Source: an optimization exercise on an open RTL-to-GDS flow (aim: small area). Production flows keep margins and buffers that such runs may drop.
Only simulation tests tie the RTL to the original design; equivalence was not proved.
Power figures rest on the tool's default switching activity, not on a simulated workload.

**flow/config.mk**
```make
export PLATFORM = sky130hd
export DESIGN_NAME = top_module
export DESIGN_NICKNAME = top_module
export VERILOG_FILES = /design/flow/design.v
export SDC_FILE = /design/flow/constraint.sdc
export NUM_CORES = 4
export LEC_CHECK = 0
export CAP_MARGIN = 20
export CORE_MARGIN = 2
export CORE_UTILIZATION = 50
export PLACE_DENSITY = 0.65
export SLEW_MARGIN = 20
```
**flow/constraint.sdc**
```tcl
create_clock -name core_clock -period 12.0 [get_ports {clk}]
set_input_delay 2.4000 -clock core_clock [delete_from_list [all_inputs] [get_ports {clk}]]
set_output_delay 2.4000 -clock core_clock [all_outputs]
set_load 0.01 [all_outputs]
```
**flow/design.v**
```verilog
module converter (
    input wire [15:0] fixed_in,
    output reg [13:0] code_out
);
    reg sign;
    reg [15:0] magnitude;
    reg [2:0] cls;
    reg [9:0] x;
    always @(*) begin
        sign = fixed_in[15];
        magnitude = sign ? (~fixed_in + 16'd1) : fixed_in;
        casez (magnitude[15:10])
            6'b1?????: begin cls = 3'd6; x = magnitude[14:5]; end
            6'b01????: begin cls = 3'd5; x = magnitude[13:4]; end
            6'b001???: begin cls = 3'd4; x = magnitude[12:3]; end
            6'b0001??: begin cls = 3'd3; x = magnitude[11:2]; end
            6'b00001?: begin cls = 3'd2; x = magnitude[10:1]; end
            6'b000001: begin cls = 3'd1; x = magnitude[9:0]; end
            default:   begin cls = 3'd0; x = magnitude[9:0]; end
        endcase
        code_out = {sign, cls, x};
    end
endmodule
module code_to_fp16 (
    input wire [13:0] code,
    output reg [15:0] fp16
);
    reg [2:0] cls;
    reg [9:0] x;
    reg [4:0] exponent;
    reg [9:0] mantissa;
    always @(*) begin
        cls = code[12:10];
        x = code[9:0];
        if (cls != 3'd0) begin
            exponent = 5'd24 + {2'd0, cls};
            mantissa = x;
        end else begin
            casez (x)
                10'b1?????????: begin exponent = 5'd24; mantissa = {x[8:0], 1'b0}; end
                10'b01????????: begin exponent = 5'd23; mantissa = {x[7:0], 2'b0}; end
                10'b001???????: begin exponent = 5'd22; mantissa = {x[6:0], 3'b0}; end
                10'b0001??????: begin exponent = 5'd21; mantissa = {x[5:0], 4'b0}; end
                10'b00001?????: begin exponent = 5'd20; mantissa = {x[4:0], 5'b0}; end
                10'b000001????: begin exponent = 5'd19; mantissa = {x[3:0], 6'b0}; end
                10'b0000001???: begin exponent = 5'd18; mantissa = {x[2:0], 7'b0}; end
                10'b00000001??: begin exponent = 5'd17; mantissa = {x[1:0], 8'b0}; end
                10'b000000001?: begin exponent = 5'd16; mantissa = {x[0], 9'b0}; end
                10'b0000000001: begin exponent = 5'd15; mantissa = 10'd0; end
                default:        begin exponent = 5'd0;  mantissa = 10'd0; end
            endcase
        end
        fp16 = {code[13], exponent, mantissa};
    end
endmodule
module fifo (
    input wire clk,
    input wire reset,
    input wire write_enable,
    input wire [13:0] write_data,
    input wire read_enable,
    output reg [13:0] read_data,
    output wire read_strobe,
    output wire empty_flag,
    output wire full_flag
);
    reg [13:0] memory [0:63];
    reg [6:0] write_pointer, read_pointer;
    reg wrap_w, wrap_r;
    reg [6:0] write_pointer_sync, read_pointer_sync;
    wire [6:0] write_code = write_pointer | {7{wrap_w}};
    wire [6:0] read_code  = read_pointer  | {7{wrap_r}};
    assign empty_flag = (read_code == write_pointer_sync);
    assign full_flag  = (write_code == (read_pointer_sync ^ 7'h40));
    reg [7:0] sel_lo, sel_hi;
    reg [13:0] read_word, group_word;
    integer g, k;
    always @(*) begin
        for (k = 0; k < 8; k = k + 1) begin
            sel_lo[k] = (read_pointer[2:0] == k);
            sel_hi[k] = (read_pointer[5:3] == k);
        end
        read_word = 14'd0;
        for (g = 0; g < 8; g = g + 1) begin
            group_word = 14'd0;
            for (k = 0; k < 8; k = k + 1)
                group_word = group_word | ({14{sel_lo[k]}} & memory[g*8+k]);
            read_word = read_word | ({14{sel_hi[g]}} & group_word);
        end
    end
    wire do_write = write_enable && !full_flag;
    wire do_read  = read_enable && !empty_flag;
    assign read_strobe = !reset && do_read;
    always @(posedge clk or posedge reset) begin
        if (reset) begin
            write_pointer <= 7'd0;
            wrap_w <= 1'b0;
        end else if (do_write) begin
            write_pointer <= write_pointer + 7'd1;
            wrap_w <= (write_pointer == 7'd127);
        end
    end
    always @(posedge clk) begin
        if (do_write)
            memory[write_pointer[5:0]] <= write_data;
    end
    always @(posedge clk or posedge reset) begin
        if (reset) begin
            read_pointer <= 7'd0;
            wrap_r <= 1'b0;
        end else if (do_read) begin
            read_pointer <= read_pointer + 7'd1;
            wrap_r <= (read_pointer == 7'd127);
        end
    end
    always @(posedge clk) begin
        if (read_strobe)
            read_data <= read_word;
    end
    always @(posedge clk) begin
        write_pointer_sync <= write_code;
        read_pointer_sync <= read_code;
    end
endmodule
module imem (
    input wire clk,
    input wire rst,
    input wire shift_enable,
    input wire read_strobe,
    input wire [13:0] new_value,
    input wire [5:0] tap,
    output wire [13:0] tap_code
);
    reg [13:0] ring [0:63];
    reg [13:0] last;
    reg shift_d;
    reg shifted;
    reg [5:0] valid_count;
    reg pend0, pend1;
    reg [13:0] held_value;
    integer i;
    wire use0 = pend0 && (tap == 6'd0);
    wire use1 = pend1 && (tap == 6'd1);
    wire [13:0] fill = use0 ? new_value : (use1 ? held_value : ring[0]);
    wire [13:0] head = (use0 || use1) ? fill : (shifted ? last : ring[0]);
    always @(posedge clk or posedge rst) begin
        if (rst) begin
            shift_d <= 1'b0;
            shifted <= 1'b0;
            valid_count <= 6'd0;
            pend0 <= 1'b0;
            pend1 <= 1'b0;
        end else begin
            shift_d <= shift_enable;
            if (shift_d) begin
                if (valid_count != 6'd63)
                    valid_count <= valid_count + 6'd1;
                pend0 <= 1'b1;
                pend1 <= pend0;
                shifted <= 1'b1;
            end else begin
                if (use0) pend0 <= 1'b0;
                if (use1) pend1 <= 1'b0;
                if (tap == 6'd63) shifted <= 1'b0;
            end
        end
    end
    always @(posedge clk) begin
        if (read_strobe)
            held_value <= new_value;
    end
    always @(posedge clk) begin
        for (i = 0; i < 63; i = i + 1)
            ring[i] <= ring[i+1];
        ring[63] <= last;
        last <= fill;
    end
    assign tap_code = (tap < valid_count) ? head : 14'd0;
endmodule
module alu_mac (
    input wire clk,
    input wire reset,
    input wire [15:0] d_element,
    input wire [1023:0] cmem,
    output reg [5:0] tap_index,
    output reg [31:0] out,
    output reg done
);
    reg [31:0] sum;
    reg [7:0] sel_lo, sel_hi;
    reg [15:0] cmem_element, group_word;
    integer g, k;
    always @(*) begin
        for (k = 0; k < 8; k = k + 1) begin
            sel_lo[k] = (tap_index[2:0] == k);
            sel_hi[k] = (tap_index[5:3] == k);
        end
        cmem_element = 16'd0;
        for (g = 0; g < 8; g = g + 1) begin
            group_word = 16'd0;
            for (k = 0; k < 8; k = k + 1)
                if (g*8+k != 63)
                    group_word = group_word | ({16{sel_lo[k]}} & cmem[(g*8+k)*16 +: 16]);
            cmem_element = cmem_element | ({16{sel_hi[g]}} & group_word);
        end
    end
    wire [31:0] next_sum;
    mac_tree mac_tree_inst (
        .d(d_element),
        .c(cmem_element),
        .acc((tap_index == 6'd0) ? 32'd0 : sum),
        .s(next_sum)
    );
    always @(posedge clk or posedge reset) begin
        if (reset) begin
            tap_index <= 6'd0;
            out <= 32'd0;
            done <= 1'b0;
        end else begin
            tap_index <= tap_index + 6'd1;
            done <= (tap_index == 6'd63);
            if (tap_index == 6'd63)
                out <= sum;
        end
    end
    always @(posedge clk) begin
        sum <= next_sum;
    end
endmodule
module mac_tree (input wire [15:0] d, input wire [15:0] c, input wire [31:0] acc, output wire [31:0] s);
    wire p1 = d[0] & c[0];
    wire p2 = d[0] & c[1];
    wire p3 = d[0] & c[2];
    wire p4 = d[0] & c[3];
    wire p5 = d[0] & c[4];
    wire p6 = d[0] & c[5];
    wire p7 = d[0] & c[6];
    wire p8 = d[0] & c[7];
    wire p9 = d[0] & c[8];
    wire p10 = d[0] & c[9];
    wire p11 = d[0] & c[10];
    wire p12 = d[0] & c[11];
    wire p13 = d[0] & c[12];
    wire p14 = d[0] & c[13];
    wire p15 = d[0] & c[14];
    wire p16 = d[0] & c[15];
    wire p17 = d[1] & c[0];
    wire p18 = d[1] & c[1];
    wire p19 = d[1] & c[2];
    wire p20 = d[1] & c[3];
    wire p21 = d[1] & c[4];
    wire p22 = d[1] & c[5];
    wire p23 = d[1] & c[6];
    wire p24 = d[1] & c[7];
    wire p25 = d[1] & c[8];
    wire p26 = d[1] & c[9];
    wire p27 = d[1] & c[10];
    wire p28 = d[1] & c[11];
    wire p29 = d[1] & c[12];
    wire p30 = d[1] & c[13];
    wire p31 = d[1] & c[14];
    wire p32 = d[1] & c[15];
    wire p33 = d[2] & c[0];
    wire p34 = d[2] & c[1];
    wire p35 = d[2] & c[2];
    wire p36 = d[2] & c[3];
    wire p37 = d[2] & c[4];
    wire p38 = d[2] & c[5];
    wire p39 = d[2] & c[6];
    wire p40 = d[2] & c[7];
    wire p41 = d[2] & c[8];
    wire p42 = d[2] & c[9];
    wire p43 = d[2] & c[10];
    wire p44 = d[2] & c[11];
    wire p45 = d[2] & c[12];
    wire p46 = d[2] & c[13];
    wire p47 = d[2] & c[14];
    wire p48 = d[2] & c[15];
    wire p49 = d[3] & c[0];
    wire p50 = d[3] & c[1];
    wire p51 = d[3] & c[2];
    wire p52 = d[3] & c[3];
    wire p53 = d[3] & c[4];
    wire p54 = d[3] & c[5];
    wire p55 = d[3] & c[6];
    wire p56 = d[3] & c[7];
    wire p57 = d[3] & c[8];
    wire p58 = d[3] & c[9];
    wire p59 = d[3] & c[10];
    wire p60 = d[3] & c[11];
    wire p61 = d[3] & c[12];
    wire p62 = d[3] & c[13];
    wire p63 = d[3] & c[14];
    wire p64 = d[3] & c[15];
    wire p65 = d[4] & c[0];
    wire p66 = d[4] & c[1];
    wire p67 = d[4] & c[2];
    wire p68 = d[4] & c[3];
    wire p69 = d[4] & c[4];
    wire p70 = d[4] & c[5];
    wire p71 = d[4] & c[6];
    wire p72 = d[4] & c[7];
    wire p73 = d[4] & c[8];
    wire p74 = d[4] & c[9];
    wire p75 = d[4] & c[10];
    wire p76 = d[4] & c[11];
    wire p77 = d[4] & c[12];
    wire p78 = d[4] & c[13];
    wire p79 = d[4] & c[14];
    wire p80 = d[4] & c[15];
    wire p81 = d[5] & c[0];
    wire p82 = d[5] & c[1];
    wire p83 = d[5] & c[2];
    wire p84 = d[5] & c[3];
    wire p85 = d[5] & c[4];
    wire p86 = d[5] & c[5];
    wire p87 = d[5] & c[6];
    wire p88 = d[5] & c[7];
    wire p89 = d[5] & c[8];
    wire p90 = d[5] & c[9];
    wire p91 = d[5] & c[10];
    wire p92 = d[5] & c[11];
    wire p93 = d[5] & c[12];
    wire p94 = d[5] & c[13];
    wire p95 = d[5] & c[14];
    wire p96 = d[5] & c[15];
    wire p97 = d[6] & c[0];
    wire p98 = d[6] & c[1];
    wire p99 = d[6] & c[2];
    wire p100 = d[6] & c[3];
    wire p101 = d[6] & c[4];
    wire p102 = d[6] & c[5];
    wire p103 = d[6] & c[6];
    wire p104 = d[6] & c[7];
    wire p105 = d[6] & c[8];
    wire p106 = d[6] & c[9];
    wire p107 = d[6] & c[10];
    wire p108 = d[6] & c[11];
    wire p109 = d[6] & c[12];
    wire p110 = d[6] & c[13];
    wire p111 = d[6] & c[14];
    wire p112 = d[6] & c[15];
    wire p113 = d[7] & c[0];
    wire p114 = d[7] & c[1];
    wire p115 = d[7] & c[2];
    wire p116 = d[7] & c[3];
    wire p117 = d[7] & c[4];
    wire p118 = d[7] & c[5];
    wire p119 = d[7] & c[6];
    wire p120 = d[7] & c[7];
    wire p121 = d[7] & c[8];
    wire p122 = d[7] & c[9];
    wire p123 = d[7] & c[10];
    wire p124 = d[7] & c[11];
    wire p125 = d[7] & c[12];
    wire p126 = d[7] & c[13];
    wire p127 = d[7] & c[14];
    wire p128 = d[7] & c[15];
    wire p129 = d[8] & c[0];
    wire p130 = d[8] & c[1];
    wire p131 = d[8] & c[2];
    wire p132 = d[8] & c[3];
    wire p133 = d[8] & c[4];
    wire p134 = d[8] & c[5];
    wire p135 = d[8] & c[6];
    wire p136 = d[8] & c[7];
    wire p137 = d[8] & c[8];
    wire p138 = d[8] & c[9];
    wire p139 = d[8] & c[10];
    wire p140 = d[8] & c[11];
    wire p141 = d[8] & c[12];
    wire p142 = d[8] & c[13];
    wire p143 = d[8] & c[14];
    wire p144 = d[8] & c[15];
    wire p145 = d[9] & c[0];
    wire p146 = d[9] & c[1];
    wire p147 = d[9] & c[2];
    wire p148 = d[9] & c[3];
    wire p149 = d[9] & c[4];
    wire p150 = d[9] & c[5];
    wire p151 = d[9] & c[6];
    wire p152 = d[9] & c[7];
    wire p153 = d[9] & c[8];
    wire p154 = d[9] & c[9];
    wire p155 = d[9] & c[10];
    wire p156 = d[9] & c[11];
    wire p157 = d[9] & c[12];
    wire p158 = d[9] & c[13];
    wire p159 = d[9] & c[14];
    wire p160 = d[9] & c[15];
    wire p161 = d[10] & c[0];
    wire p162 = d[10] & c[1];
    wire p163 = d[10] & c[2];
    wire p164 = d[10] & c[3];
    wire p165 = d[10] & c[4];
    wire p166 = d[10] & c[5];
    wire p167 = d[10] & c[6];
    wire p168 = d[10] & c[7];
    wire p169 = d[10] & c[8];
    wire p170 = d[10] & c[9];
    wire p171 = d[10] & c[10];
    wire p172 = d[10] & c[11];
    wire p173 = d[10] & c[12];
    wire p174 = d[10] & c[13];
    wire p175 = d[10] & c[14];
    wire p176 = d[10] & c[15];
    wire p177 = d[11] & c[0];
    wire p178 = d[11] & c[1];
    wire p179 = d[11] & c[2];
    wire p180 = d[11] & c[3];
    wire p181 = d[11] & c[4];
    wire p182 = d[11] & c[5];
    wire p183 = d[11] & c[6];
    wire p184 = d[11] & c[7];
    wire p185 = d[11] & c[8];
    wire p186 = d[11] & c[9];
    wire p187 = d[11] & c[10];
    wire p188 = d[11] & c[11];
    wire p189 = d[11] & c[12];
    wire p190 = d[11] & c[13];
    wire p191 = d[11] & c[14];
    wire p192 = d[11] & c[15];
    wire p193 = d[12] & c[0];
    wire p194 = d[12] & c[1];
    wire p195 = d[12] & c[2];
    wire p196 = d[12] & c[3];
    wire p197 = d[12] & c[4];
    wire p198 = d[12] & c[5];
    wire p199 = d[12] & c[6];
    wire p200 = d[12] & c[7];
    wire p201 = d[12] & c[8];
    wire p202 = d[12] & c[9];
    wire p203 = d[12] & c[10];
    wire p204 = d[12] & c[11];
    wire p205 = d[12] & c[12];
    wire p206 = d[12] & c[13];
    wire p207 = d[12] & c[14];
    wire p208 = d[12] & c[15];
    wire p209 = d[13] & c[0];
    wire p210 = d[13] & c[1];
    wire p211 = d[13] & c[2];
    wire p212 = d[13] & c[3];
    wire p213 = d[13] & c[4];
    wire p214 = d[13] & c[5];
    wire p215 = d[13] & c[6];
    wire p216 = d[13] & c[7];
    wire p217 = d[13] & c[8];
    wire p218 = d[13] & c[9];
    wire p219 = d[13] & c[10];
    wire p220 = d[13] & c[11];
    wire p221 = d[13] & c[12];
    wire p222 = d[13] & c[13];
    wire p223 = d[13] & c[14];
    wire p224 = d[13] & c[15];
    wire p225 = d[14] & c[0];
    wire p226 = d[14] & c[1];
    wire p227 = d[14] & c[2];
    wire p228 = d[14] & c[3];
    wire p229 = d[14] & c[4];
    wire p230 = d[14] & c[5];
    wire p231 = d[14] & c[6];
    wire p232 = d[14] & c[7];
    wire p233 = d[14] & c[8];
    wire p234 = d[14] & c[9];
    wire p235 = d[14] & c[10];
    wire p236 = d[14] & c[11];
    wire p237 = d[14] & c[12];
    wire p238 = d[14] & c[13];
    wire p239 = d[14] & c[14];
    wire p240 = d[14] & c[15];
    wire p241 = d[15] & c[0];
    wire p242 = d[15] & c[1];
    wire p243 = d[15] & c[2];
    wire p244 = d[15] & c[3];
    wire p245 = d[15] & c[4];
    wire p246 = d[15] & c[5];
    wire p247 = d[15] & c[6];
    wire p248 = d[15] & c[7];
    wire p249 = d[15] & c[8];
    wire p250 = d[15] & c[9];
    wire p251 = d[15] & c[10];
    wire p252 = d[15] & c[11];
    wire p253 = d[15] & c[12];
    wire p254 = d[15] & c[13];
    wire p255 = d[15] & c[14];
    wire p256 = d[15] & c[15];
    wire a257 = acc[0];
    wire a258 = acc[1];
    wire a259 = acc[2];
    wire a260 = acc[3];
    wire a261 = acc[4];
    wire a262 = acc[5];
    wire a263 = acc[6];
    wire a264 = acc[7];
    wire a265 = acc[8];
    wire a266 = acc[9];
    wire a267 = acc[10];
    wire a268 = acc[11];
    wire a269 = acc[12];
    wire a270 = acc[13];
    wire a271 = acc[14];
    wire a272 = acc[15];
    wire a273 = acc[16];
    wire a274 = acc[17];
    wire a275 = acc[18];
    wire a276 = acc[19];
    wire a277 = acc[20];
    wire a278 = acc[21];
    wire a279 = acc[22];
    wire a280 = acc[23];
    wire a281 = acc[24];
    wire a282 = acc[25];
    wire a283 = acc[26];
    wire a284 = acc[27];
    wire a285 = acc[28];
    wire a286 = acc[29];
    wire a287 = acc[30];
    wire a288 = acc[31];
    wire s289 = p13 ^ p28;
    wire c290 = p13 & p28;
    wire s291 = p14 ^ p29 ^ p44;
    wire c292 = (p14 & p29) | (p14 & p44) | (p29 & p44);
    wire s293 = p59 ^ p74;
    wire c294 = p59 & p74;
    wire s295 = p15 ^ p30 ^ p45;
    wire c296 = (p15 & p30) | (p15 & p45) | (p30 & p45);
    wire s297 = p60 ^ p75 ^ p90;
    wire c298 = (p60 & p75) | (p60 & p90) | (p75 & p90);
    wire s299 = p105 ^ p120;
    wire c300 = p105 & p120;
    wire s301 = p16 ^ p31 ^ p46;
    wire c302 = (p16 & p31) | (p16 & p46) | (p31 & p46);
    wire s303 = p61 ^ p76 ^ p91;
    wire c304 = (p61 & p76) | (p61 & p91) | (p76 & p91);
    wire s305 = p106 ^ p121 ^ p136;
    wire c306 = (p106 & p121) | (p106 & p136) | (p121 & p136);
    wire s307 = p151 ^ p166;
    wire c308 = p151 & p166;
    wire s309 = p32 ^ p47 ^ p62;
    wire c310 = (p32 & p47) | (p32 & p62) | (p47 & p62);
    wire s311 = p77 ^ p92 ^ p107;
    wire c312 = (p77 & p92) | (p77 & p107) | (p92 & p107);
    wire s313 = p122 ^ p137 ^ p152;
    wire c314 = (p122 & p137) | (p122 & p152) | (p137 & p152);
    wire s315 = p167 ^ p182;
    wire c316 = p167 & p182;
    wire s317 = p48 ^ p63 ^ p78;
    wire c318 = (p48 & p63) | (p48 & p78) | (p63 & p78);
    wire s319 = p93 ^ p108 ^ p123;
    wire c320 = (p93 & p108) | (p93 & p123) | (p108 & p123);
    wire s321 = p138 ^ p153 ^ p168;
    wire c322 = (p138 & p153) | (p138 & p168) | (p153 & p168);
    wire s323 = p64 ^ p79 ^ p94;
    wire c324 = (p64 & p79) | (p64 & p94) | (p79 & p94);
    wire s325 = p109 ^ p124 ^ p139;
    wire c326 = (p109 & p124) | (p109 & p139) | (p124 & p139);
    wire s327 = p80 ^ p95 ^ p110;
    wire c328 = (p80 & p95) | (p80 & p110) | (p95 & p110);
    wire s329 = p9 ^ p24;
    wire c330 = p9 & p24;
    wire s331 = p10 ^ p25 ^ p40;
    wire c332 = (p10 & p25) | (p10 & p40) | (p25 & p40);
    wire s333 = p55 ^ p70;
    wire c334 = p55 & p70;
    wire s335 = p11 ^ p26 ^ p41;
    wire c336 = (p11 & p26) | (p11 & p41) | (p26 & p41);
    wire s337 = p56 ^ p71 ^ p86;
    wire c338 = (p56 & p71) | (p56 & p86) | (p71 & p86);
    wire s339 = p101 ^ p116;
    wire c340 = p101 & p116;
    wire s341 = p12 ^ p27 ^ p42;
    wire c342 = (p12 & p27) | (p12 & p42) | (p27 & p42);
    wire s343 = p57 ^ p72 ^ p87;
    wire c344 = (p57 & p72) | (p57 & p87) | (p72 & p87);
    wire s345 = p102 ^ p117 ^ p132;
    wire c346 = (p102 & p117) | (p102 & p132) | (p117 & p132);
    wire s347 = p147 ^ p162;
    wire c348 = p147 & p162;
    wire s349 = s289 ^ p43 ^ p58;
    wire c350 = (s289 & p43) | (s289 & p58) | (p43 & p58);
    wire s351 = p73 ^ p88 ^ p103;
    wire c352 = (p73 & p88) | (p73 & p103) | (p88 & p103);
    wire s353 = p118 ^ p133 ^ p148;
    wire c354 = (p118 & p133) | (p118 & p148) | (p133 & p148);
    wire s355 = p163 ^ p178 ^ p193;
    wire c356 = (p163 & p178) | (p163 & p193) | (p178 & p193);
    wire s357 = s291 ^ s293 ^ p89;
    wire c358 = (s291 & s293) | (s291 & p89) | (s293 & p89);
    wire s359 = p104 ^ p119 ^ p134;
    wire c360 = (p104 & p119) | (p104 & p134) | (p119 & p134);
    wire s361 = p149 ^ p164 ^ p179;
    wire c362 = (p149 & p164) | (p149 & p179) | (p164 & p179);
    wire s363 = p194 ^ p209 ^ a270;
    wire c364 = (p194 & p209) | (p194 & a270) | (p209 & a270);
    wire s365 = s295 ^ s297 ^ s299;
    wire c366 = (s295 & s297) | (s295 & s299) | (s297 & s299);
    wire s367 = p135 ^ p150 ^ p165;
    wire c368 = (p135 & p150) | (p135 & p165) | (p150 & p165);
    wire s369 = p180 ^ p195 ^ p210;
    wire c370 = (p180 & p195) | (p180 & p210) | (p195 & p210);
    wire s371 = p225 ^ a271 ^ c292;
    wire c372 = (p225 & a271) | (p225 & c292) | (a271 & c292);
    wire s373 = s301 ^ s303 ^ s305;
    wire c374 = (s301 & s303) | (s301 & s305) | (s303 & s305);
    wire s375 = s307 ^ p181 ^ p196;
    wire c376 = (s307 & p181) | (s307 & p196) | (p181 & p196);
    wire s377 = p211 ^ p226 ^ p241;
    wire c378 = (p211 & p226) | (p211 & p241) | (p226 & p241);
    wire s379 = a272 ^ c296 ^ c298;
    wire c380 = (a272 & c296) | (a272 & c298) | (c296 & c298);
    wire s381 = s309 ^ s311 ^ s313;
    wire c382 = (s309 & s311) | (s309 & s313) | (s311 & s313);
    wire s383 = s315 ^ p197 ^ p212;
    wire c384 = (s315 & p197) | (s315 & p212) | (p197 & p212);
    wire s385 = p227 ^ p242 ^ a273;
    wire c386 = (p227 & p242) | (p227 & a273) | (p242 & a273);
    wire s387 = c302 ^ c304 ^ c306;
    wire c388 = (c302 & c304) | (c302 & c306) | (c304 & c306);
    wire s389 = s317 ^ s319 ^ s321;
    wire c390 = (s317 & s319) | (s317 & s321) | (s319 & s321);
    wire s391 = p183 ^ p198 ^ p213;
    wire c392 = (p183 & p198) | (p183 & p213) | (p198 & p213);
    wire s393 = p228 ^ p243 ^ a274;
    wire c394 = (p228 & p243) | (p228 & a274) | (p243 & a274);
    wire s395 = c310 ^ c312 ^ c314;
    wire c396 = (c310 & c312) | (c310 & c314) | (c312 & c314);
    wire s397 = s323 ^ s325 ^ p154;
    wire c398 = (s323 & s325) | (s323 & p154) | (s325 & p154);
    wire s399 = p169 ^ p184 ^ p199;
    wire c400 = (p169 & p184) | (p169 & p199) | (p184 & p199);
    wire s401 = p214 ^ p229 ^ p244;
    wire c402 = (p214 & p229) | (p214 & p244) | (p229 & p244);
    wire s403 = a275 ^ c318 ^ c320;
    wire c404 = (a275 & c318) | (a275 & c320) | (c318 & c320);
    wire s405 = s327 ^ p125 ^ p140;
    wire c406 = (s327 & p125) | (s327 & p140) | (p125 & p140);
    wire s407 = p155 ^ p170 ^ p185;
    wire c408 = (p155 & p170) | (p155 & p185) | (p170 & p185);
    wire s409 = p200 ^ p215 ^ p230;
    wire c410 = (p200 & p215) | (p200 & p230) | (p215 & p230);
    wire s411 = p245 ^ a276 ^ c324;
    wire c412 = (p245 & a276) | (p245 & c324) | (a276 & c324);
    wire s413 = p96 ^ p111 ^ p126;
    wire c414 = (p96 & p111) | (p96 & p126) | (p111 & p126);
    wire s415 = p141 ^ p156 ^ p171;
    wire c416 = (p141 & p156) | (p141 & p171) | (p156 & p171);
    wire s417 = p186 ^ p201 ^ p216;
    wire c418 = (p186 & p201) | (p186 & p216) | (p201 & p216);
    wire s419 = p231 ^ p246 ^ a277;
    wire c420 = (p231 & p246) | (p231 & a277) | (p246 & a277);
    wire s421 = p112 ^ p127 ^ p142;
    wire c422 = (p112 & p127) | (p112 & p142) | (p127 & p142);
    wire s423 = p157 ^ p172 ^ p187;
    wire c424 = (p157 & p172) | (p157 & p187) | (p172 & p187);
    wire s425 = p202 ^ p217 ^ p232;
    wire c426 = (p202 & p217) | (p202 & p232) | (p217 & p232);
    wire s427 = p128 ^ p143 ^ p158;
    wire c428 = (p128 & p143) | (p128 & p158) | (p143 & p158);
    wire s429 = p173 ^ p188 ^ p203;
    wire c430 = (p173 & p188) | (p173 & p203) | (p188 & p203);
    wire s431 = p144 ^ p159 ^ p174;
    wire c432 = (p144 & p159) | (p144 & p174) | (p159 & p174);
    wire s433 = p6 ^ p21;
    wire c434 = p6 & p21;
    wire s435 = p7 ^ p22 ^ p37;
    wire c436 = (p7 & p22) | (p7 & p37) | (p22 & p37);
    wire s437 = p52 ^ p67;
    wire c438 = p52 & p67;
    wire s439 = p8 ^ p23 ^ p38;
    wire c440 = (p8 & p23) | (p8 & p38) | (p23 & p38);
    wire s441 = p53 ^ p68 ^ p83;
    wire c442 = (p53 & p68) | (p53 & p83) | (p68 & p83);
    wire s443 = p98 ^ p113;
    wire c444 = p98 & p113;
    wire s445 = s329 ^ p39 ^ p54;
    wire c446 = (s329 & p39) | (s329 & p54) | (p39 & p54);
    wire s447 = p69 ^ p84 ^ p99;
    wire c448 = (p69 & p84) | (p69 & p99) | (p84 & p99);
    wire s449 = p114 ^ p129 ^ a265;
    wire c450 = (p114 & p129) | (p114 & a265) | (p129 & a265);
    wire s451 = s331 ^ s333 ^ p85;
    wire c452 = (s331 & s333) | (s331 & p85) | (s333 & p85);
    wire s453 = p100 ^ p115 ^ p130;
    wire c454 = (p100 & p115) | (p100 & p130) | (p115 & p130);
    wire s455 = p145 ^ a266 ^ c330;
    wire c456 = (p145 & a266) | (p145 & c330) | (a266 & c330);
    wire s457 = s335 ^ s337 ^ s339;
    wire c458 = (s335 & s337) | (s335 & s339) | (s337 & s339);
    wire s459 = p131 ^ p146 ^ p161;
    wire c460 = (p131 & p146) | (p131 & p161) | (p146 & p161);
    wire s461 = a267 ^ c332 ^ c334;
    wire c462 = (a267 & c332) | (a267 & c334) | (c332 & c334);
    wire s463 = s341 ^ s343 ^ s345;
    wire c464 = (s341 & s343) | (s341 & s345) | (s343 & s345);
    wire s465 = s347 ^ p177 ^ a268;
    wire c466 = (s347 & p177) | (s347 & a268) | (p177 & a268);
    wire s467 = c336 ^ c338 ^ c340;
    wire c468 = (c336 & c338) | (c336 & c340) | (c338 & c340);
    wire s469 = s349 ^ s351 ^ s353;
    wire c470 = (s349 & s351) | (s349 & s353) | (s351 & s353);
    wire s471 = s355 ^ a269 ^ c342;
    wire c472 = (s355 & a269) | (s355 & c342) | (a269 & c342);
    wire s473 = c344 ^ c346 ^ c348;
    wire c474 = (c344 & c346) | (c344 & c348) | (c346 & c348);
    wire s475 = s357 ^ s359 ^ s361;
    wire c476 = (s357 & s359) | (s357 & s361) | (s359 & s361);
    wire s477 = s363 ^ c290 ^ c350;
    wire c478 = (s363 & c290) | (s363 & c350) | (c290 & c350);
    wire s479 = c352 ^ c354 ^ c356;
    wire c480 = (c352 & c354) | (c352 & c356) | (c354 & c356);
    wire s481 = s365 ^ s367 ^ s369;
    wire c482 = (s365 & s367) | (s365 & s369) | (s367 & s369);
    wire s483 = s371 ^ c294 ^ c358;
    wire c484 = (s371 & c294) | (s371 & c358) | (c294 & c358);
    wire s485 = c360 ^ c362 ^ c364;
    wire c486 = (c360 & c362) | (c360 & c364) | (c362 & c364);
    wire s487 = s373 ^ s375 ^ s377;
    wire c488 = (s373 & s375) | (s373 & s377) | (s375 & s377);
    wire s489 = s379 ^ c300 ^ c366;
    wire c490 = (s379 & c300) | (s379 & c366) | (c300 & c366);
    wire s491 = c368 ^ c370 ^ c372;
    wire c492 = (c368 & c370) | (c368 & c372) | (c370 & c372);
    wire s493 = s381 ^ s383 ^ s385;
    wire c494 = (s381 & s383) | (s381 & s385) | (s383 & s385);
    wire s495 = s387 ^ c308 ^ c374;
    wire c496 = (s387 & c308) | (s387 & c374) | (c308 & c374);
    wire s497 = c376 ^ c378 ^ c380;
    wire c498 = (c376 & c378) | (c376 & c380) | (c378 & c380);
    wire s499 = s389 ^ s391 ^ s393;
    wire c500 = (s389 & s391) | (s389 & s393) | (s391 & s393);
    wire s501 = s395 ^ c316 ^ c382;
    wire c502 = (s395 & c316) | (s395 & c382) | (c316 & c382);
    wire s503 = c384 ^ c386 ^ c388;
    wire c504 = (c384 & c386) | (c384 & c388) | (c386 & c388);
    wire s505 = s397 ^ s399 ^ s401;
    wire c506 = (s397 & s399) | (s397 & s401) | (s399 & s401);
    wire s507 = s403 ^ c322 ^ c390;
    wire c508 = (s403 & c322) | (s403 & c390) | (c322 & c390);
    wire s509 = c392 ^ c394 ^ c396;
    wire c510 = (c392 & c394) | (c392 & c396) | (c394 & c396);
    wire s511 = s405 ^ s407 ^ s409;
    wire c512 = (s405 & s407) | (s405 & s409) | (s407 & s409);
    wire s513 = s411 ^ c326 ^ c398;
    wire c514 = (s411 & c326) | (s411 & c398) | (c326 & c398);
    wire s515 = c400 ^ c402 ^ c404;
    wire c516 = (c400 & c402) | (c400 & c404) | (c402 & c404);
    wire s517 = s413 ^ s415 ^ s417;
    wire c518 = (s413 & s415) | (s413 & s417) | (s415 & s417);
    wire s519 = s419 ^ c328 ^ c406;
    wire c520 = (s419 & c328) | (s419 & c406) | (c328 & c406);
    wire s521 = c408 ^ c410 ^ c412;
    wire c522 = (c408 & c410) | (c408 & c412) | (c410 & c412);
    wire s523 = s421 ^ s423 ^ s425;
    wire c524 = (s421 & s423) | (s421 & s425) | (s423 & s425);
    wire s525 = p247 ^ a278 ^ c414;
    wire c526 = (p247 & a278) | (p247 & c414) | (a278 & c414);
    wire s527 = c416 ^ c418 ^ c420;
    wire c528 = (c416 & c418) | (c416 & c420) | (c418 & c420);
    wire s529 = s427 ^ s429 ^ p218;
    wire c530 = (s427 & s429) | (s427 & p218) | (s429 & p218);
    wire s531 = p233 ^ p248 ^ a279;
    wire c532 = (p233 & p248) | (p233 & a279) | (p248 & a279);
    wire s533 = c422 ^ c424 ^ c426;
    wire c534 = (c422 & c424) | (c422 & c426) | (c424 & c426);
    wire s535 = s431 ^ p189 ^ p204;
    wire c536 = (s431 & p189) | (s431 & p204) | (p189 & p204);
    wire s537 = p219 ^ p234 ^ p249;
    wire c538 = (p219 & p234) | (p219 & p249) | (p234 & p249);
    wire s539 = a280 ^ c428 ^ c430;
    wire c540 = (a280 & c428) | (a280 & c430) | (c428 & c430);
    wire s541 = p160 ^ p175 ^ p190;
    wire c542 = (p160 & p175) | (p160 & p190) | (p175 & p190);
    wire s543 = p205 ^ p220 ^ p235;
    wire c544 = (p205 & p220) | (p205 & p235) | (p220 & p235);
    wire s545 = p250 ^ a281 ^ c432;
    wire c546 = (p250 & a281) | (p250 & c432) | (a281 & c432);
    wire s547 = p176 ^ p191 ^ p206;
    wire c548 = (p176 & p191) | (p176 & p206) | (p191 & p206);
    wire s549 = p221 ^ p236 ^ p251;
    wire c550 = (p221 & p236) | (p221 & p251) | (p236 & p251);
    wire s551 = p192 ^ p207 ^ p222;
    wire c552 = (p192 & p207) | (p192 & p222) | (p207 & p222);
    wire s553 = p4 ^ p19;
    wire c554 = p4 & p19;
    wire s555 = p5 ^ p20 ^ p35;
    wire c556 = (p5 & p20) | (p5 & p35) | (p20 & p35);
    wire s557 = p50 ^ p65;
    wire c558 = p50 & p65;
    wire s559 = s433 ^ p36 ^ p51;
    wire c560 = (s433 & p36) | (s433 & p51) | (p36 & p51);
    wire s561 = p66 ^ p81 ^ a262;
    wire c562 = (p66 & p81) | (p66 & a262) | (p81 & a262);
    wire s563 = s435 ^ s437 ^ p82;
    wire c564 = (s435 & s437) | (s435 & p82) | (s437 & p82);
    wire s565 = p97 ^ a263 ^ c434;
    wire c566 = (p97 & a263) | (p97 & c434) | (a263 & c434);
    wire s567 = s439 ^ s441 ^ s443;
    wire c568 = (s439 & s441) | (s439 & s443) | (s441 & s443);
    wire s569 = a264 ^ c436 ^ c438;
    wire c570 = (a264 & c436) | (a264 & c438) | (c436 & c438);
    wire s571 = s445 ^ s447 ^ s449;
    wire c572 = (s445 & s447) | (s445 & s449) | (s447 & s449);
    wire s573 = c440 ^ c442 ^ c444;
    wire c574 = (c440 & c442) | (c440 & c444) | (c442 & c444);
    wire s575 = s451 ^ s453 ^ s455;
    wire c576 = (s451 & s453) | (s451 & s455) | (s453 & s455);
    wire s577 = c446 ^ c448 ^ c450;
    wire c578 = (c446 & c448) | (c446 & c450) | (c448 & c450);
    wire s579 = s457 ^ s459 ^ s461;
    wire c580 = (s457 & s459) | (s457 & s461) | (s459 & s461);
    wire s581 = c452 ^ c454 ^ c456;
    wire c582 = (c452 & c454) | (c452 & c456) | (c454 & c456);
    wire s583 = s463 ^ s465 ^ s467;
    wire c584 = (s463 & s465) | (s463 & s467) | (s465 & s467);
    wire s585 = c458 ^ c460 ^ c462;
    wire c586 = (c458 & c460) | (c458 & c462) | (c460 & c462);
    wire s587 = s469 ^ s471 ^ s473;
    wire c588 = (s469 & s471) | (s469 & s473) | (s471 & s473);
    wire s589 = c464 ^ c466 ^ c468;
    wire c590 = (c464 & c466) | (c464 & c468) | (c466 & c468);
    wire s591 = s475 ^ s477 ^ s479;
    wire c592 = (s475 & s477) | (s475 & s479) | (s477 & s479);
    wire s593 = c470 ^ c472 ^ c474;
    wire c594 = (c470 & c472) | (c470 & c474) | (c472 & c474);
    wire s595 = s481 ^ s483 ^ s485;
    wire c596 = (s481 & s483) | (s481 & s485) | (s483 & s485);
    wire s597 = c476 ^ c478 ^ c480;
    wire c598 = (c476 & c478) | (c476 & c480) | (c478 & c480);
    wire s599 = s487 ^ s489 ^ s491;
    wire c600 = (s487 & s489) | (s487 & s491) | (s489 & s491);
    wire s601 = c482 ^ c484 ^ c486;
    wire c602 = (c482 & c484) | (c482 & c486) | (c484 & c486);
    wire s603 = s493 ^ s495 ^ s497;
    wire c604 = (s493 & s495) | (s493 & s497) | (s495 & s497);
    wire s605 = c488 ^ c490 ^ c492;
    wire c606 = (c488 & c490) | (c488 & c492) | (c490 & c492);
    wire s607 = s499 ^ s501 ^ s503;
    wire c608 = (s499 & s501) | (s499 & s503) | (s501 & s503);
    wire s609 = c494 ^ c496 ^ c498;
    wire c610 = (c494 & c496) | (c494 & c498) | (c496 & c498);
    wire s611 = s505 ^ s507 ^ s509;
    wire c612 = (s505 & s507) | (s505 & s509) | (s507 & s509);
    wire s613 = c500 ^ c502 ^ c504;
    wire c614 = (c500 & c502) | (c500 & c504) | (c502 & c504);
    wire s615 = s511 ^ s513 ^ s515;
    wire c616 = (s511 & s513) | (s511 & s515) | (s513 & s515);
    wire s617 = c506 ^ c508 ^ c510;
    wire c618 = (c506 & c508) | (c506 & c510) | (c508 & c510);
    wire s619 = s517 ^ s519 ^ s521;
    wire c620 = (s517 & s519) | (s517 & s521) | (s519 & s521);
    wire s621 = c512 ^ c514 ^ c516;
    wire c622 = (c512 & c514) | (c512 & c516) | (c514 & c516);
    wire s623 = s523 ^ s525 ^ s527;
    wire c624 = (s523 & s525) | (s523 & s527) | (s525 & s527);
    wire s625 = c518 ^ c520 ^ c522;
    wire c626 = (c518 & c520) | (c518 & c522) | (c520 & c522);
    wire s627 = s529 ^ s531 ^ s533;
    wire c628 = (s529 & s531) | (s529 & s533) | (s531 & s533);
    wire s629 = c524 ^ c526 ^ c528;
    wire c630 = (c524 & c526) | (c524 & c528) | (c526 & c528);
    wire s631 = s535 ^ s537 ^ s539;
    wire c632 = (s535 & s537) | (s535 & s539) | (s537 & s539);
    wire s633 = c530 ^ c532 ^ c534;
    wire c634 = (c530 & c532) | (c530 & c534) | (c532 & c534);
    wire s635 = s541 ^ s543 ^ s545;
    wire c636 = (s541 & s543) | (s541 & s545) | (s543 & s545);
    wire s637 = c536 ^ c538 ^ c540;
    wire c638 = (c536 & c538) | (c536 & c540) | (c538 & c540);
    wire s639 = s547 ^ s549 ^ a282;
    wire c640 = (s547 & s549) | (s547 & a282) | (s549 & a282);
    wire s641 = c542 ^ c544 ^ c546;
    wire c642 = (c542 & c544) | (c542 & c546) | (c544 & c546);
    wire s643 = s551 ^ p237 ^ p252;
    wire c644 = (s551 & p237) | (s551 & p252) | (p237 & p252);
    wire s645 = a283 ^ c548 ^ c550;
    wire c646 = (a283 & c548) | (a283 & c550) | (c548 & c550);
    wire s647 = p208 ^ p223 ^ p238;
    wire c648 = (p208 & p223) | (p208 & p238) | (p223 & p238);
    wire s649 = p253 ^ a284 ^ c552;
    wire c650 = (p253 & a284) | (p253 & c552) | (a284 & c552);
    wire s651 = p224 ^ p239 ^ p254;
    wire c652 = (p224 & p239) | (p224 & p254) | (p239 & p254);
    wire s653 = p3 ^ p18;
    wire c654 = p3 & p18;
    wire s655 = s553 ^ p34 ^ p49;
    wire c656 = (s553 & p34) | (s553 & p49) | (p34 & p49);
    wire s657 = s555 ^ s557 ^ a261;
    wire c658 = (s555 & s557) | (s555 & a261) | (s557 & a261);
    wire s659 = s559 ^ s561 ^ c556;
    wire c660 = (s559 & s561) | (s559 & c556) | (s561 & c556);
    wire s661 = s563 ^ s565 ^ c560;
    wire c662 = (s563 & s565) | (s563 & c560) | (s565 & c560);
    wire s663 = s567 ^ s569 ^ c564;
    wire c664 = (s567 & s569) | (s567 & c564) | (s569 & c564);
    wire s665 = s571 ^ s573 ^ c568;
    wire c666 = (s571 & s573) | (s571 & c568) | (s573 & c568);
    wire s667 = s575 ^ s577 ^ c572;
    wire c668 = (s575 & s577) | (s575 & c572) | (s577 & c572);
    wire s669 = s579 ^ s581 ^ c576;
    wire c670 = (s579 & s581) | (s579 & c576) | (s581 & c576);
    wire s671 = s583 ^ s585 ^ c580;
    wire c672 = (s583 & s585) | (s583 & c580) | (s585 & c580);
    wire s673 = s587 ^ s589 ^ c584;
    wire c674 = (s587 & s589) | (s587 & c584) | (s589 & c584);
    wire s675 = s591 ^ s593 ^ c588;
    wire c676 = (s591 & s593) | (s591 & c588) | (s593 & c588);
    wire s677 = s595 ^ s597 ^ c592;
    wire c678 = (s595 & s597) | (s595 & c592) | (s597 & c592);
    wire s679 = s599 ^ s601 ^ c596;
    wire c680 = (s599 & s601) | (s599 & c596) | (s601 & c596);
    wire s681 = s603 ^ s605 ^ c600;
    wire c682 = (s603 & s605) | (s603 & c600) | (s605 & c600);
    wire s683 = s607 ^ s609 ^ c604;
    wire c684 = (s607 & s609) | (s607 & c604) | (s609 & c604);
    wire s685 = s611 ^ s613 ^ c608;
    wire c686 = (s611 & s613) | (s611 & c608) | (s613 & c608);
    wire s687 = s615 ^ s617 ^ c612;
    wire c688 = (s615 & s617) | (s615 & c612) | (s617 & c612);
    wire s689 = s619 ^ s621 ^ c616;
    wire c690 = (s619 & s621) | (s619 & c616) | (s621 & c616);
    wire s691 = s623 ^ s625 ^ c620;
    wire c692 = (s623 & s625) | (s623 & c620) | (s625 & c620);
    wire s693 = s627 ^ s629 ^ c624;
    wire c694 = (s627 & s629) | (s627 & c624) | (s629 & c624);
    wire s695 = s631 ^ s633 ^ c628;
    wire c696 = (s631 & s633) | (s631 & c628) | (s633 & c628);
    wire s697 = s635 ^ s637 ^ c632;
    wire c698 = (s635 & s637) | (s635 & c632) | (s637 & c632);
    wire s699 = s639 ^ s641 ^ c636;
    wire c700 = (s639 & s641) | (s639 & c636) | (s641 & c636);
    wire s701 = s643 ^ s645 ^ c640;
    wire c702 = (s643 & s645) | (s643 & c640) | (s645 & c640);
    wire s703 = s647 ^ s649 ^ c644;
    wire c704 = (s647 & s649) | (s647 & c644) | (s649 & c644);
    wire s705 = s651 ^ a285 ^ c648;
    wire c706 = (s651 & a285) | (s651 & c648) | (a285 & c648);
    wire s707 = p240 ^ p255 ^ a286;
    wire c708 = (p240 & p255) | (p240 & a286) | (p255 & a286);
    wire s709 = p2 ^ p17;
    wire c710 = p2 & p17;
    wire s711 = s653 ^ p33 ^ a259;
    wire c712 = (s653 & p33) | (s653 & a259) | (p33 & a259);
    wire s713 = s655 ^ a260 ^ c654;
    wire c714 = (s655 & a260) | (s655 & c654) | (a260 & c654);
    wire s715 = s657 ^ c554 ^ c656;
    wire c716 = (s657 & c554) | (s657 & c656) | (c554 & c656);
    wire s717 = s659 ^ c558 ^ c658;
    wire c718 = (s659 & c558) | (s659 & c658) | (c558 & c658);
    wire s719 = s661 ^ c562 ^ c660;
    wire c720 = (s661 & c562) | (s661 & c660) | (c562 & c660);
    wire s721 = s663 ^ c566 ^ c662;
    wire c722 = (s663 & c566) | (s663 & c662) | (c566 & c662);
    wire s723 = s665 ^ c570 ^ c664;
    wire c724 = (s665 & c570) | (s665 & c664) | (c570 & c664);
    wire s725 = s667 ^ c574 ^ c666;
    wire c726 = (s667 & c574) | (s667 & c666) | (c574 & c666);
    wire s727 = s669 ^ c578 ^ c668;
    wire c728 = (s669 & c578) | (s669 & c668) | (c578 & c668);
    wire s729 = s671 ^ c582 ^ c670;
    wire c730 = (s671 & c582) | (s671 & c670) | (c582 & c670);
    wire s731 = s673 ^ c586 ^ c672;
    wire c732 = (s673 & c586) | (s673 & c672) | (c586 & c672);
    wire s733 = s675 ^ c590 ^ c674;
    wire c734 = (s675 & c590) | (s675 & c674) | (c590 & c674);
    wire s735 = s677 ^ c594 ^ c676;
    wire c736 = (s677 & c594) | (s677 & c676) | (c594 & c676);
    wire s737 = s679 ^ c598 ^ c678;
    wire c738 = (s679 & c598) | (s679 & c678) | (c598 & c678);
    wire s739 = s681 ^ c602 ^ c680;
    wire c740 = (s681 & c602) | (s681 & c680) | (c602 & c680);
    wire s741 = s683 ^ c606 ^ c682;
    wire c742 = (s683 & c606) | (s683 & c682) | (c606 & c682);
    wire s743 = s685 ^ c610 ^ c684;
    wire c744 = (s685 & c610) | (s685 & c684) | (c610 & c684);
    wire s745 = s687 ^ c614 ^ c686;
    wire c746 = (s687 & c614) | (s687 & c686) | (c614 & c686);
    wire s747 = s689 ^ c618 ^ c688;
    wire c748 = (s689 & c618) | (s689 & c688) | (c618 & c688);
    wire s749 = s691 ^ c622 ^ c690;
    wire c750 = (s691 & c622) | (s691 & c690) | (c622 & c690);
    wire s751 = s693 ^ c626 ^ c692;
    wire c752 = (s693 & c626) | (s693 & c692) | (c626 & c692);
    wire s753 = s695 ^ c630 ^ c694;
    wire c754 = (s695 & c630) | (s695 & c694) | (c630 & c694);
    wire s755 = s697 ^ c634 ^ c696;
    wire c756 = (s697 & c634) | (s697 & c696) | (c634 & c696);
    wire s757 = s699 ^ c638 ^ c698;
    wire c758 = (s699 & c638) | (s699 & c698) | (c638 & c698);
    wire s759 = s701 ^ c642 ^ c700;
    wire c760 = (s701 & c642) | (s701 & c700) | (c642 & c700);
    wire s761 = s703 ^ c646 ^ c702;
    wire c762 = (s703 & c646) | (s703 & c702) | (c646 & c702);
    wire s763 = s705 ^ c650 ^ c704;
    wire c764 = (s705 & c650) | (s705 & c704) | (c650 & c704);
    wire s765 = s707 ^ c652 ^ c706;
    wire c766 = (s707 & c652) | (s707 & c706) | (c652 & c706);
    wire s767 = p256 ^ a287 ^ c708;
    wire c768 = (p256 & a287) | (p256 & c708) | (a287 & c708);
    assign s = {a288, s767, s765, s763, s761, s759, s757, s755, s753, s751, s749, s747, s745, s743, s741, s739, s737, s735, s733, s731, s729, s727, s725, s723, s721, s719, s717, s715, s713, s711, s709, p1} + {c768, c766, c764, c762, c760, c758, c756, c754, c752, c750, c748, c746, c744, c742, c740, c738, c736, c734, c732, c730, c728, c726, c724, c722, c720, c718, c716, c714, c712, c710, a258, a257};
endmodule
module control (
    input wire clk,
    input wire reset,
    input wire fifo_full,
    input wire fifo_empty,
    input wire mac_done,
    output reg write_enable,
    output reg read_enable,
    output reg shift_enable,
    output reg done
);
    reg reset_sync1, reset_sync2;
    always @(posedge clk) begin
        reset_sync1 <= reset;
        reset_sync2 <= reset_sync1;
    end
    localparam [2:0] READ_IDLE  = 3'd0,
                     FIFO_READ  = 3'd1,
                     IMEM_SHIFT = 3'd2,
                     START_MAC  = 3'd3,
                     WAIT_DONE  = 3'd4;
    reg write_state;
    reg [2:0] read_state;
    reg [2:0] next_read_state;
    always @(*) begin
        case (read_state)
            READ_IDLE:  next_read_state = fifo_empty ? READ_IDLE : FIFO_READ;
            FIFO_READ:  next_read_state = IMEM_SHIFT;
            IMEM_SHIFT: next_read_state = START_MAC;
            START_MAC:  next_read_state = WAIT_DONE;
            WAIT_DONE:  next_read_state = mac_done ? READ_IDLE : WAIT_DONE;
            default:    next_read_state = READ_IDLE;
        endcase
    end
    always @(posedge clk or posedge reset_sync2) begin
        if (reset_sync2) begin
            write_state <= 1'b0;
            write_enable <= 1'b0;
            read_state <= READ_IDLE;
            read_enable <= 1'b0;
            shift_enable <= 1'b0;
            done <= 1'b0;
        end else begin
            write_state <= !fifo_full;
            write_enable <= write_state;
            read_state <= next_read_state;
            read_enable <= (read_state == FIFO_READ);
            shift_enable <= (read_state == IMEM_SHIFT);
            done <= (read_state == WAIT_DONE) && mac_done;
        end
    end
endmodule
module datapath (
    input wire clk,
    input wire reset,
    input wire write_enable,
    input wire read_enable,
    input wire shift_enable,
    input wire [15:0] input_data,
    input wire [1023:0] cmem_data_in,
    output wire [31:0] result,
    output wire fifo_empty,
    output wire fifo_full,
    output wire done
);
    wire [13:0] in_code;
    wire [13:0] fifo_out;
    wire [13:0] tap_code;
    wire [15:0] tap_value;
    wire [5:0]  tap;
    wire        read_strobe;
    converter converter_inst (
        .fixed_in(input_data),
        .code_out(in_code)
    );
    fifo fifo_inst (
        .clk(clk),
        .reset(reset),
        .write_enable(write_enable),
        .write_data(in_code),
        .read_enable(read_enable),
        .read_data(fifo_out),
        .read_strobe(read_strobe),
        .empty_flag(fifo_empty),
        .full_flag(fifo_full)
    );
    imem imem_inst (
        .clk(clk),
        .rst(reset),
        .shift_enable(shift_enable),
        .read_strobe(read_strobe),
        .new_value(fifo_out),
        .tap(tap),
        .tap_code(tap_code)
    );
    code_to_fp16 decode_inst (
        .code(tap_code),
        .fp16(tap_value)
    );
    alu_mac alu_mac_inst (
        .clk(clk),
        .reset(reset),
        .d_element(tap_value),
        .cmem(cmem_data_in),
        .tap_index(tap),
        .out(result),
        .done(done)
    );
endmodule
module top_module (
    input wire clk,                 
    input wire reset,               
    input wire [15:0] input_data,   
    input wire [1023:0] cmem_data_in,  
    output wire [31:0] result,      
    output wire done                
);
    wire write_enable;
    wire read_enable;
    wire shift_enable;
    wire fifo_empty;
    wire fifo_full;
    wire mac_done;
    control control_inst (
        .clk(clk),
        .reset(reset),
        .fifo_full(fifo_full),
        .fifo_empty(fifo_empty),
        .mac_done(mac_done),
        .write_enable(write_enable),
        .read_enable(read_enable),
        .shift_enable(shift_enable),
        .done(done)
    );
    datapath datapath_inst (
        .clk(clk),
        .reset(reset),
        .write_enable(write_enable),
        .read_enable(read_enable),
        .shift_enable(shift_enable),
        .input_data(input_data),
        .cmem_data_in(cmem_data_in),
        .result(result),
        .fifo_empty(fifo_empty),
        .fifo_full(fifo_full),
        .done(mac_done)
    );
endmodule
```
**flow/flow/run.sh**
```bash
#!/bin/bash
# Layout: the standard flow, with single-drive buffers on the ports, a
# clock tree of larger sink clusters without dummy loads, and ABC mapping
# with relaxed delay targets (less area).
set -euo pipefail
rm -rf scripts
cp -r "$FLOW_HOME/scripts" scripts
sed -i 's/^&nf$/\&nf -R 200/; /upsize/d' scripts/abc_speed.script
export SCRIPTS_DIR="$PWD/scripts"
export BUFFER_PORTS_ARGS="-buffer_cell sky130_fd_sc_hd__buf_1"
export CTS_ARGS="-sink_clustering_enable -repair_clock_nets -dont_use_dummy_load -sink_clustering_size 28 -sink_clustering_max_diameter 90"
bash standard.sh > standard.log 2>&1
```
**flow/standard.sh**
```bash
#!/bin/bash
# synth_recipe.tcl (not shown) runs the flow's synth.tcl, then flattens the netlist and writes it again
# the make line also repeats each setting of config.mk as NAME=value (left out here)
make -C /OpenROAD-flow-scripts/flow DESIGN_CONFIG=/design/flow/config.mk WORK_HOME=/design/flow/orfs CLKGATE_MAP_FILE= SYNTH_SCRIPT=/design/flow/synth_recipe.tcl "${@:-finish}"
```
==> reports/results.tsv, run 1 <==
stage	metric	value	unit
place	dpl.hpwl	203800	um
cells_and_area	final_util	57.07	%
critical_path	end_kind	register	
floorplan	die-area	148500	um^2
clocking	clk_latency	0.75	ns
critical_path	cp-start-kind	register	
timing	setup_violations	0	
critical_path	cp_common_cell	fa_1	
critical_path	cp_max_fo	17	
grt	grt_max_degree	136	
floorplan	rows	139	
critical_path	cpPeakStageDelay	0.84	ns
floorplan	pin_count	1075	
logic_synthesis	synth_area	72690	um^2
power_and_ir_drop	intPower	8.495	mW
clocking	htreeDepth	3	
clocking	cts_resized	0	
logic_synthesis	synthTopCellsByArea	edfxtp_1 38%, dfxtp_1 26%, a222oi_1 6.7%	
timing	relSlewSlack	5.345	%
critical_path	crit_required	12.64	ns
logic_synthesis	synthArstFlopShare	3.734	%
logic_synthesis	synth_fp_nets	6600	
route	viasPerCell	6.281	
logic_synthesis	yosysUniqueCellTypes	61	
logic_synthesis	synthCells	5266	
clocking	path_clk_slew	0.11	ns
power_and_ir_drop	switching_share	21.51	%
logic_synthesis	yosys_most_used_dff	dfxtp_1	
timing	fin_crit_sh	91.60	%
route	first_pass_iters	14	
place	gp_congestion	0.9854	
floorplan	die_y	385.3	um
critical_path	reg2reg_depth	37	
critical_path	path_class	register to register	
floorplan	fp.dieW	385.3	um
timing	period_minus_slack	10.99	ns
logic_synthesis	syn_avg_cell_area	13.80	um^2
grt	grt_pass1_wl	376700	um
logic_synthesis	synth_edf_count	924	
grt	globalRouteOverflowTotal	0	
logic_synthesis	yosysTopAreaCell	edfxtp_1	
route	drt_iter0_markers	8069	
cells_and_area	areaGrowthSynthToFinish	13.04	%
power_and_ir_drop	p_comb_share	5.3	%
power_and_ir_drop	netSwitchingPower	2.328	mW
floorplan	core_area	144000	um^2
power_and_ir_drop	seq_power_share	65.7	%
power_and_ir_drop	leakagePower	29.78	nW
job	drv_cap	0	
timing	drv_slew	0	
route	wl	280000	um
critical_path	crit_arrival	11.63	ns
place	placed_area	80010	um^2
timing	clock.fmax	90.98	MHz
cells_and_area	nNetsFinal	7626	
clocking	cts_hold_buffers	0	
logic_synthesis	ys_top_cells_by_count	958 x dfxtp_1, 924 x edfxtp_1, 484 x a222oi_1, 330 x nand2_1, 269 x nor2_1	
route	vias	51726	
outcome	status	timing/DRC/antenna clean	
power_and_ir_drop	powerDensity	131.7	nW/um^2
clocking	cts_setup_buffers	0	
logic_synthesis	yosys_warnings	7	
timing	worst_pin_slew	1.413	ns
route	wire_per_inst	34.00	um
critical_path	cpMaxStageDelayCell	nor3_2	
clocking	cts_inserted_buffers	82	
place	pre_cts_slack	0.6195	ns
power_and_ir_drop	vdd_ir_drop_max	0.1210	mV
timing	hold_viol	0	
cells_and_area	final_area	82180	um^2
timing	fin_ws	1.008	ns
floorplan	start_util	50.48	%
timing	tns	0	ns
clocking	clock_sinks	1955	
logic_synthesis	yosysSeqAreaShare	67.06	%
power_and_ir_drop	clkPwrFrac	29.0	%
cells_and_area	layout-drive-gt1-share	7.695	%
route	drc	0	
worst_hold_path	min_path_type	register to async pin	
logic_synthesis	ys_ff_latch	1955	
timing	rsz0062_at_grt	false	
timing	clock_skew	0.1060	ns
clocking	cts_root_buf	clkbuf_16	
logic_synthesis	yosysMostFrequentCell	dfxtp_1	
grt	track_usage	36.82	%
place	port_buffers	1058	
grt	grt_antenna_before_repair	51	
grt	grt_pass1_vias	48890	
route	ant_nets	0	
logic_synthesis	synth_top_cell_area_share	38.17	%
clocking	cts_tree	done	
clocking	clock_path_buffers	3	
cells_and_area	fillCellCount	11888	
-- power groups by stage --
| stage | sequential (mW) | clock [mW] | combinational (mW) |
|---|---|---|---|
| finish | 7.11 | 3.14 | 0.573 |
| floorplan | 7.28 | 0 | 0.170 |
| global placement | 7.26 | 0 | 0.542 |
| CTS | 7.11 | 3.17 | 0.560 |
| global route | 7.11 | 3.38 | 0.600 |
| detailed placement | 7.26 | 0 | 0.558 |
-- sequential cells by signal, indices dropped and copies added, names as in the netlist, 3 cells and up --
name and flops:
datapath_inst.imem_inst.held_value 14, datapath_inst.alu_mac_inst.tap_index 6, datapath_inst.imem_inst.last 14, datapath_inst.fifo_inst.write_pointer_sync 7, datapath_inst.imem_inst.valid_count 6, control_inst.read_state 3, datapath_inst.fifo_inst.write_pointer 7, datapath_inst.alu_mac_inst.out 32
datapath_inst.fifo_inst.read_pointer_sync 7, datapath_inst.alu_mac_inst.sum 32, datapath_inst.fifo_inst.read_data 14, datapath_inst.fifo_inst.read_pointer 7, datapath_inst.fifo_inst.memory 896, datapath_inst.imem_inst.ring 896
-- kinds of logic after synthesis --
logic type | after synthesis | synth area share, %
simple gates | 972 | 6.265
xor+xnor | 75 | 0.9036
mux | 70 | 1.045
compound gates | 1307 | 14.30
fa+ha+maj | 292 | 7.349
buf+inv | 595 | 3.074
flops | 1955 | 67.06
-- worst max-delay path: cells and delay by family (launching register included) --
family | cells | cell delay [ns]
xor gates and xnor gates | 1 | 0.14
adders and majority gates | 7 | 3.52
and+or+nand+nor | 9 | 2.54
buffers and inverters | 5 | 0.62
DFF | 1 | 0.64
AOI/OAI and AO/OA | 15 | 3.40
-- per-stage QoR --
stage / std cells / hold slack, ns / power [mW]
after global placement: 8109 / 0.1388 / 7.803
after detailed placement: 8110 / 0.1333 / 7.820
after floorplan: 5266 / 0.09783 / 7.445
after CTS: 8192 / 0.09657 / 10.84
final: 8235 / 0.09744 / 10.82
after global routing: 8218 / 0.1356 / 11.10
-- routing by layer --
layer | share of wire, % | routed length, um | GRT usage (%)
met1 | 39 | 108000 | 49.09
met4 | 6.4 | 18030 | 21.21
met2 | 44 | 123300 | 54.93
met5 | 0.061 | 171 | 0
met3 | 11 | 30450 | 9.222
-- final cells by class --
cell class              count  area [um^2]  share of cell area [%]
diodes                     42        105.1                  0.1279
clock buffers              82         2052                   2.497
inverters                 253        957.2                   1.165
multi-input cells        2716        22110                   26.91
flip-flops and latches   1955        48760                   59.33
well taps                1903         2381                   2.897
repair buffers           1284         5814                   7.075
-- path summary, 6_finish.rpt --
path / slack, ns / startpoint / end
setup / recovery: 1.01 / datapath_inst.alu_mac_inst.tap_index[3] / datapath_inst.alu_mac_inst.sum[29]
hold / removal: 0.1 / control_inst.reset_sync2 / control_inst.read_enable
setup reg to reg: 1.01 / datapath_inst.alu_mac_inst.tap_index[3] / datapath_inst.alu_mac_inst.sum[29]
hold reg to reg: 0.1 / control_inst.reset_sync2 / control_inst.read_enable
max in group asynchronous: 9.08 / reset / datapath_inst.alu_mac_inst.tap_index[2]
min in group core_clock: 0.28 / datapath_inst.imem_inst.ring[63][1] / datapath_inst.imem_inst.ring[62][1]
-- placed cells by master, fill, tap and decap left out, drive strengths merged, types with 33 or more instances in the layout --
cell type,netlist,final
buf,75,1283
or2,55,55
a222oi,484,484
nor2b,33,33
nand3,40,40
nor2,269,269
a22o,33,33
nand2,330,330
dfxtp,958,958
fa,225,225
and2,85,85
diode,0,42
mux2,47,47
a22oi,34,34
edfxtp,924,924
inv,253,253
clkbuf,267,83
a221oi,150,150
dfrtp,73,73
o22ai,45,45
a21oi,185,185
a21o,54,54
o21ai,175,175
xnor2,46,46
nand2b,46,46
ha,67,67
==> run 2, diff against run 1 <==
--- a/flow/design.v
+++ b/flow/design.v
@@ -74,17 +74,8 @@
     assign full_flag  = (write_code == (read_pointer_sync ^ 7'h40));
-    reg [7:0] sel_lo, sel_hi;
-    reg [13:0] read_word, group_word;
-    integer g, k;
+    reg [13:0] read_word;
+    integer k;
     always @(*) begin
-        for (k = 0; k < 8; k = k + 1) begin
-            sel_lo[k] = (read_pointer[2:0] == k);
-            sel_hi[k] = (read_pointer[5:3] == k);
-        end
         read_word = 14'd0;
-        for (g = 0; g < 8; g = g + 1) begin
-            group_word = 14'd0;
-            for (k = 0; k < 8; k = k + 1)
-                group_word = group_word | ({14{sel_lo[k]}} & memory[g*8+k]);
-            read_word = read_word | ({14{sel_hi[g]}} & group_word);
-        end
+        for (k = 0; k < 64; k = k + 1)
+            read_word = read_word | ({14{read_pointer[5:0] == k}} & memory[k]);
     end
@@ -189,18 +180,8 @@
     reg [31:0] sum;
-    reg [7:0] sel_lo, sel_hi;
-    reg [15:0] cmem_element, group_word;
-    integer g, k;
+    reg [15:0] cmem_element;
+    integer k;
     always @(*) begin
-        for (k = 0; k < 8; k = k + 1) begin
-            sel_lo[k] = (tap_index[2:0] == k);
-            sel_hi[k] = (tap_index[5:3] == k);
-        end
         cmem_element = 16'd0;
-        for (g = 0; g < 8; g = g + 1) begin
-            group_word = 16'd0;
-            for (k = 0; k < 8; k = k + 1)
-                if (g*8+k != 63)
-                    group_word = group_word | ({16{sel_lo[k]}} & cmem[(g*8+k)*16 +: 16]);
-            cmem_element = cmem_element | ({16{sel_hi[g]}} & group_word);
-        end
+        for (k = 0; k < 63; k = k + 1)
+            cmem_element = cmem_element | ({16{tap_index == k}} & cmem[k*16 +: 16]);
     end
--- a/flow/flow/run.sh
+++ b/flow/flow/run.sh
@@ -10,3 +10,3 @@
 export BUFFER_PORTS_ARGS="-buffer_cell sky130_fd_sc_hd__buf_1"
-export CTS_ARGS="-sink_clustering_enable -repair_clock_nets -dont_use_dummy_load -sink_clustering_size 28 -sink_clustering_max_diameter 90"
+export CTS_ARGS="-sink_clustering_enable -repair_clock_nets -dont_use_dummy_load -sink_clustering_size 24 -sink_clustering_max_diameter 110"
 bash standard.sh > standard.log 2>&1
--- a/flow/config.mk
+++ b/flow/config.mk
@@ -9,4 +9,4 @@
 export CORE_MARGIN = 2
-export CORE_UTILIZATION = 50
-export PLACE_DENSITY = 0.65
+export CORE_UTILIZATION = 40
+export PLACE_DENSITY = 0.6
 export SLEW_MARGIN = 20
==> reports/results.tsv, run 2 <==
stage	metric	value	unit	change
grt	track_usage	49.99	%	+13 points
route	viasPerCell	6.711		+6.8%
outcome	status	timing/DRC/antenna clean		
timing	hold_viol	0		unchanged
grt	grt_pass1_wl	572100	um	+52%
clocking	htreeDepth	3		unchanged
critical_path	r2r_start	datapath_inst.alu_mac_inst.tap_index[0]		
grt	grt_pass1_vias	51793		+5.9%
critical_path	cp-start-kind	register		
place	pre_cts_slack	0.5707	ns	-0.04881 ns
clocking	cts_hold_buffers	0		unchanged
logic_synthesis	synthArstFlopShare	3.734	%	unchanged
cells_and_area	mostFrequentLayoutCells	1051 x buf_1, 958 x dfxtp_1, 924 x edfxtp_1		
cells_and_area	multi_input_area	22130	um^2	about the same
critical_path	cp_max_fo	33		+16
critical_path	path_class	register to register		
floorplan	rows	155		+12%
clocking	path_clk_slew	0.10	ns	about the same
logic_synthesis	synth_top_cell_area_share	38.84	%	+0.68 points
critical_path	end_kind	register		
floorplan	start_util	40.12	%	-10 points
critical_path	r2r-end	datapath_inst.alu_mac_inst.sum[28]		
timing	setup_violations	0		unchanged
timing	relSlewSlack	8.445	%	+3.1 points
cells_and_area	layout-drive-gt1-share	11.05	%	+3.4 points
route	drt_iter0_markers	10560		+31%
logic_synthesis	synth_area	71430	um^2	-1.7%
clocking	cts_tree	done		
place	gp_congestion	1.255		+27%
timing	drv_slew	0		unchanged
logic_synthesis	yosysTopAreaCell	edfxtp_1		
power_and_ir_drop	vdd_ir_drop_max	0.1364	mV	+13%
clocking	clock_path_buffers	3		unchanged
cells_and_area	mostFrequentLayoutCell	buf_1		
route	ant_nets	0		unchanged
critical_path	crit_required	12.68	ns	+0.04 ns
timing	worst_hold_slack	0.08497	ns	-0.01247 ns
logic_synthesis	synthTopCellsByArea	edfxtp_1 39%, dfxtp_1 27%, fa_1 6.3%		
floorplan	fp.dieW	426.6	um	+11%
logic_synthesis	synth_edf_count	924		unchanged
place	port_buffers	1058		unchanged
timing	tns	0	ns	unchanged
logic_synthesis	ys_ff_latch	1955		unchanged
cells_and_area	seqCellArea	48750	um^2	about the same
grt	grt_max_degree	75		-45%
cells_and_area	areaGrowthSynthToFinish	17.44	%	
floorplan	die-area	182000	um^2	+23%
route	wl	460700	um	+65%
place	dpl.hpwl	356000	um	+75%
## run 2: cell types whose count changed after synthesis, moves of 94 or more
cell	before	now
a222oi_1	484	16
a22o_1	33	343
a22oi_1	34	249
a221oi_1	150	346
nand2_1	330	191
nand4_1	9	138
o21ai_0	173	70
a21oi_1	185	91
## run 2: cell families (layout without fill, tap and decap cells)
family                     Yosys count  count (layout)  synth area share, %
xor gates and xnor gates            79              79               0.9686
and+or+nand+nor                   1000            1000                6.740
muxes                               57              57               0.8758
AOI/OAI and AO/OA                 1199            1199                13.27
buffers and inverters              469            1722                2.468
DFF                               1955            1955                68.25
other                                0             163                    0
adders and majority gates          289             289                7.423
## run 2: routing by layer
| layer | up-vias | GRT usage [%] | wire [um] |
|---|---|---|---|
| li1 | 21680 | - | - |
| met1 | 29704 | 57.14 | 156600 |
| met2 | 6020 | 66.74 | 184400 |
| met3 | 1710 | 25.77 | 66230 |
| met4 | 70 | 46.48 | 52370 |
| met5 | - | 1.402 | 1085 |
## run 2: metrics by stage
| step | area [um^2] | utilization [%] |
|---|---|---|
| final | 83890 | 47.12 |
| after floorplan | 71430 | - |
| after global routing | 83600 | 46.95 |
| after global placement | 81020 | 45.51 |
| after CTS | 83330 | 46.81 |
| after detailed placement | 81030 | 45.51 |
## run 2: critical path: cells and delay by family (launching register included)
| family | cells | cell delay, ns |
|---|---|---|
| XOR/XNOR | 1 | 0.14 |
| AO/OA/AOI/OAI | 13 | 2.91 |
| buffers and inverters | 6 | 1.31 |
| flip-flops | 1 | 0.43 |
| AND/OR/NAND/NOR | 14 | 3.11 |
| adder cells (fa/ha/maj) | 7 | 3.44 |
## run 2: where the power goes
part,internal [mW],total (mW),switching (mW)
clock network,1.37,3.40,2.03
logic,0.116,0.701,0.585
registers,7.10,7.11,0.00210
total,8.59,11.2,2.62
## run 2: worst min path at each step
stage / from / end / slack, ns / cells past startpoint
after global routing: control_inst.reset_sync2 / control_inst.write_enable / 0.15 / 1
final: control_inst.reset_sync2 / control_inst.write_enable / 0.08 / 1
after CTS: control_inst.reset_sync2 / control_inst.write_enable / 0.11 / 1
after global placement: control_inst.reset_sync2 / control_inst.done / 0.17 / 1
after floorplan: control_inst.reset_sync2 / control_inst.done / 0.1 / 1
after detailed placement: control_inst.reset_sync2 / control_inst.done / 0.17 / 1
## run 2: area by class of cell
| type | instances | area share, % |
|---|---|---|
| repair buffers | 1366 | 7.586 |
| inverters | 264 | 1.183 |
| well taps | 2355 | 3.512 |
| diodes | 163 | 0.4862 |
| flip-flops and latches | 1955 | 58.11 |
| clock buffers | 92 | 2.744 |
| multi-input cells | 2624 | 26.38 |

Check on run 2: ideal ports give 0.539 ns setup slack; a clkbuf_16 on the clock port and buf_2 on the inputs give 0.539 ns; moving port delays by the midpoint clock arrival (0.814 ns) as well gives 0.112 ns.
